Background: an optimization exercise with open tools, aiming at small area. Do not read the settings as production practice.
Only simulation tests tie the RTL to the original design; equivalence was not proved.
No activity file was given, so power comes from the tool's default toggle rates.

job 101:
// ALU
module ALU (
    input Clk,
    input Reset,
    input [7:0] operand_A, operand_B,
    input [3:0] Sel,
    output [7:0] Out,
    output [3:0] Flag);
    reg [7:0] Result;
    reg [3:0] FlagCpy;
    wire [7:0] nResult;
    wire [3:0] nFlag;
    assign Out = Result;
    assign Flag = FlagCpy;
    wire [7:0] A = operand_A;
    wire [7:0] B = operand_B;
    wire s_add = (Sel == 4'h0);
    wire s_sub = (Sel == 4'h1);
    wire s_mul = (Sel == 4'h2);
    wire s_div = (Sel == 4'h3);
    wire s_shl = (Sel == 4'h4);
    wire s_shr = (Sel == 4'h5);
    wire s_lgc = (Sel >= 4'h6) && (Sel <= 4'hB);
    wire s_quo = s_div || s_shr;             
    wire sub = s_sub || s_quo;               
    wire b_lo = ~|B[7:3];                    
    wire [7:0] Y = s_shr ? (8'h01 << B[2:0]) : B;
    wire [7:0] Yx = Y ^ {8{sub}};            
    wire [7:0] Yn = ~Yx;
    wire [7:0] hz, qz;
    assign hz[0] = 1'b1;
    assign qz[0] = s_quo;
    genvar g, k;
    generate
        for (g = 1; g < 8; g = g + 1) begin : g_hz
            assign hz[g] = ~|B[7:8-g];
            assign qz[g] = (s_div && hz[g]) || (s_shr && B[2:0] < 8 - g);
        end
    endgenerate
    wire [7:0] xs_n = ~((s_mul || (s_shr && !b_lo)) ? 8'h00 : A);
    wire [7:0] xn0;                  
    wire [7:0] X0;                   
    wire [7:0] q;                    
    wire [7:0] co;                   
    wire [7:0] pr0, gr0;             
    generate
        for (g = 7; g >= 0; g = g - 1) begin : g_row
            wire [8-g:0] c;
            wire [7-g:0] xi, xo;
            wire e;                  
            localparam ET = (g == 0 || (8 - g) % 2 == 1);
            assign c[0] = sub;
            for (k = 0; k <= 7 - g; k = k + 1) begin : g_bit
                wire p, q2;
                if (k == 0) begin : g_k0
                    assign xi[0] = xs_n[g];
                    ALU_pge u_pg (.xn(xi[0]), .yn(Yn[0]), .p(p), .g(q2));
                    ALU_ce  u_c  (.p(p), .g(q2), .c(c[0]), .cn(c[1]));
                    if (g == 0) begin : g_r0
                        assign pr0[0] = p;
                        assign gr0[0] = q2;
                        ALU_sel0_r u_s (.xn(xi[0]), .t(Y[0]), .e(e), .xo(xo[0]));
                    end else if (ET) begin : g_st
                        ALU_sel0_t u_s (.xn(xi[0]), .t(Y[0]), .e(e), .xon(xo[0]));
  ...
Size in the first run: roughly 450 cells after synthesis, roughly 2800 µm² of cells after synthesis.
export LEC_CHECK = 0
export ABC_AREA = 0
export CAP_MARGIN = 20
export CORE_MARGIN = 2
export CORE_UTILIZATION = 45
export CTS_BUF_LIST = sky130_fd_sc_hd__clkbuf_4
export CTS_CLUSTER_SIZE = 20
export GPL_TIMING_DRIVEN = 0
export SLEW_MARGIN = 20
export SYNTH_HIERARCHICAL = 1
export SYNTH_MINIMUM_KEEP_SIZE = 0
create_clock -name core_clock -period 13.5 [get_ports {Clk}]
standard.sh (not shown) runs the stock make flow with config.mk's settings and CLKGATE_MAP_FILE= SYNTH_SCRIPT=/design/flow/synth_recipe.tcl, a recipe that flattens the netlist after the stock synthesis.
==> flow/flow/run.sh <==
#!/bin/bash
set -euo pipefail
export POST_SYNTH_TCL="$(pwd)/flow/downsize.tcl"
export BUFFER_PORTS_ARGS="-buffer_cell sky130_fd_sc_hd__buf_1"
export RECOVER_POWER=100
SETUP_SLACK_MARGIN=0.45 bash standard.sh cts > standard_to_cts.log 2>&1
SKIP_INCREMENTAL_REPAIR=1 bash standard.sh > standard.log 2>&1
==> flow/flow/downsize.tcl <==
# POST_SYNTH hook: set every combinational cell of the synthesized netlist to
# the smallest-area drive strength of the same cell (the same name up to the
# _N drive suffix), so that ABC's drive choices, made without placement or
# real loads, do not stay in the layout. The flow's own repair_design and
# repair_timing then upsize only the cells that timing, slew or load need.
set ::ds_dont_use {}
if {[info exists ::env(DONT_USE_CELLS)]} { set ::ds_dont_use $::env(DONT_USE_CELLS) }
proc ds_dont_use {name} {
  foreach pat $::ds_dont_use { if {[string match $pat $name]} { return 1 } }
  return 0
}
set db [ord::get_db]
# smallest master for each base name: lowest area, then highest drive number
array set best {}
foreach lib [$db getLibs] {
  foreach m [$lib getMasters] {
    set n [$m getName]
    if {![regexp {^(sky130_fd_sc_hd__[a-z0-9]+(?:_[a-z0-9]+)*?)_([0-9]+)$} $n -> base drv]} { continue }
    if {[ds_dont_use $n]} { continue }
    set a [expr {[$m getWidth] * [$m getHeight]}]
    if {![info exists best($base)]} {
      set best($base) [list $a $drv $m]
    } else {
      lassign $best($base) ba bd bm
      if {$a < $ba || ($a == $ba && $drv > $bd)} { set best($base) [list $a $drv $m] }
    }
  }
}
set block [ord::get_db_block]
set swapped 0
foreach inst [$block getInsts] {
  set m [$inst getMaster]
  set n [$m getName]
  # registers keep the cell synthesis gave them
  if {[string match "sky130_fd_sc_hd__df*" $n] || [string match "sky130_fd_sc_hd__dl*" $n] || [string match "sky130_fd_sc_hd__sdf*" $n] || [string match "sky130_fd_sc_hd__edf*" $n]} { continue }
  if {![regexp {^(sky130_fd_sc_hd__[a-z0-9]+(?:_[a-z0-9]+)*?)_([0-9]+)$} $n -> base drv]} { continue }
  if {![info exists best($base)]} { continue }
  set bm [lindex $best($base) 2]
  if {[$bm getName] ne $n} {
    puts "downsize [$inst getName] $n -> [$bm getName]"
    $inst swapMaster $bm
    incr swapped
  }
}
puts "downsize: $swapped cells set to their smallest drive strength"
For job 102, these inputs were changed with respect to job 101:
==> flow/flow/run.sh <==
#!/bin/bash
set -euo pipefail
export POST_SYNTH_TCL="$(pwd)/flow/downsize.tcl"
export BUFFER_PORTS_ARGS="-buffer_cell sky130_fd_sc_hd__buf_1"
export RECOVER_POWER=100
SETUP_SLACK_MARGIN=0 bash standard.sh floorplan > standard_to_floorplan.log 2>&1
SETUP_SLACK_MARGIN=0.5 bash standard.sh cts > standard_to_cts.log 2>&1
SKIP_INCREMENTAL_REPAIR=1 bash standard.sh > standard.log 2>&1
Findings:
- Job 101 and job 102 all finish clean.
- The relative area of clock buffers and inverters in the final design of job 102 and that of job 101 are within noise of each other.
- Going from job 101 to job 102, the routability-driven placement congestion ratio was found to have gone up by 6.8%.
- Lower detailed-routed wire length on met2 among job 101 and job 102: job 101
The inputs of job 103 differ from those of job 102 as listed below.
Settings: CTS_CLUSTER_DIAMETER: unset -> 200; CTS_CLUSTER_SIZE: 20 -> 40.
diff --git a/flow/flow/run.sh b/flow/flow/run.sh
--- a/flow/flow/run.sh
+++ b/flow/flow/run.sh
@@ -5,3 +5,2 @@
 export RECOVER_POWER=100
-SETUP_SLACK_MARGIN=0 bash standard.sh floorplan > standard_to_floorplan.log 2>&1
 SETUP_SLACK_MARGIN=0.5 bash standard.sh cts > standard_to_cts.log 2>&1
- Job 102 -> job 103: portion of the layout cell area used by clock cells flat
- | iteration count of the initial detailed-routing pass | job 103 vs job 102 | 1 higher |
- Job 102 reports its capturing element of the worst setup path as Result[7]$_DFF_PP0_ while job 103 reports Result[5]$_DFF_PP0_.
- Any difference in routed length per instance between job 103 and job 102 is small enough to ignore.
- Number of fill cells in the layout sits lower in job 103 than in job 102.
- Cmp job 102 and job 103 / worst hold slack / higher: job 102
- Job 102 -> job 103: number of non-filler instances in the completed layout flat
- Taking job 102 as the reference, in job 103 total internal power did not really move, overall routed net length did not really move, global-route wire length before repair did not really move, routed length on met3 went down.

==> afterwards: timing with drivers on the ports <==
No port has a modelled driver above. Below, the same layouts with a new extraction and two added sets of constraints. Step 1 (the two cells are an assumption about what drives the block):
set clk [get_ports {Clk}]
set_driving_cell -lib_cell sky130_fd_sc_hd__clkbuf_16 $clk
set_driving_cell -lib_cell sky130_fd_sc_hd__buf_2 [delete_from_list [all_inputs] $clk]
Step 2 also shifts input and output timing later by t, the mid clock arrival at the registers, as if the neighbouring blocks saw the same clock. Three values: no drivers, after step 1, after step 2; two values: the first two.
run | t (ns) | slack for setup (ns) | worst data-port slew with drivers (ns) | pins driven straight from the clock port
job 101 | 0.292 | 0.359 / 0.362 / 0.069 | 0.03 | 1
job 102 | 0.287 | 0.460 / 0.461 / 0.174 | 0.03 | 1
job 103 | 0.299 | 0.408 / 0.409 / 0.110 | 0.04 | 1
After both steps every run listed still meets setup and hold. For job 103, which loses most, drivers alone change the setup slack by +0.001 ns; drivers and shift together by -0.298 ns.
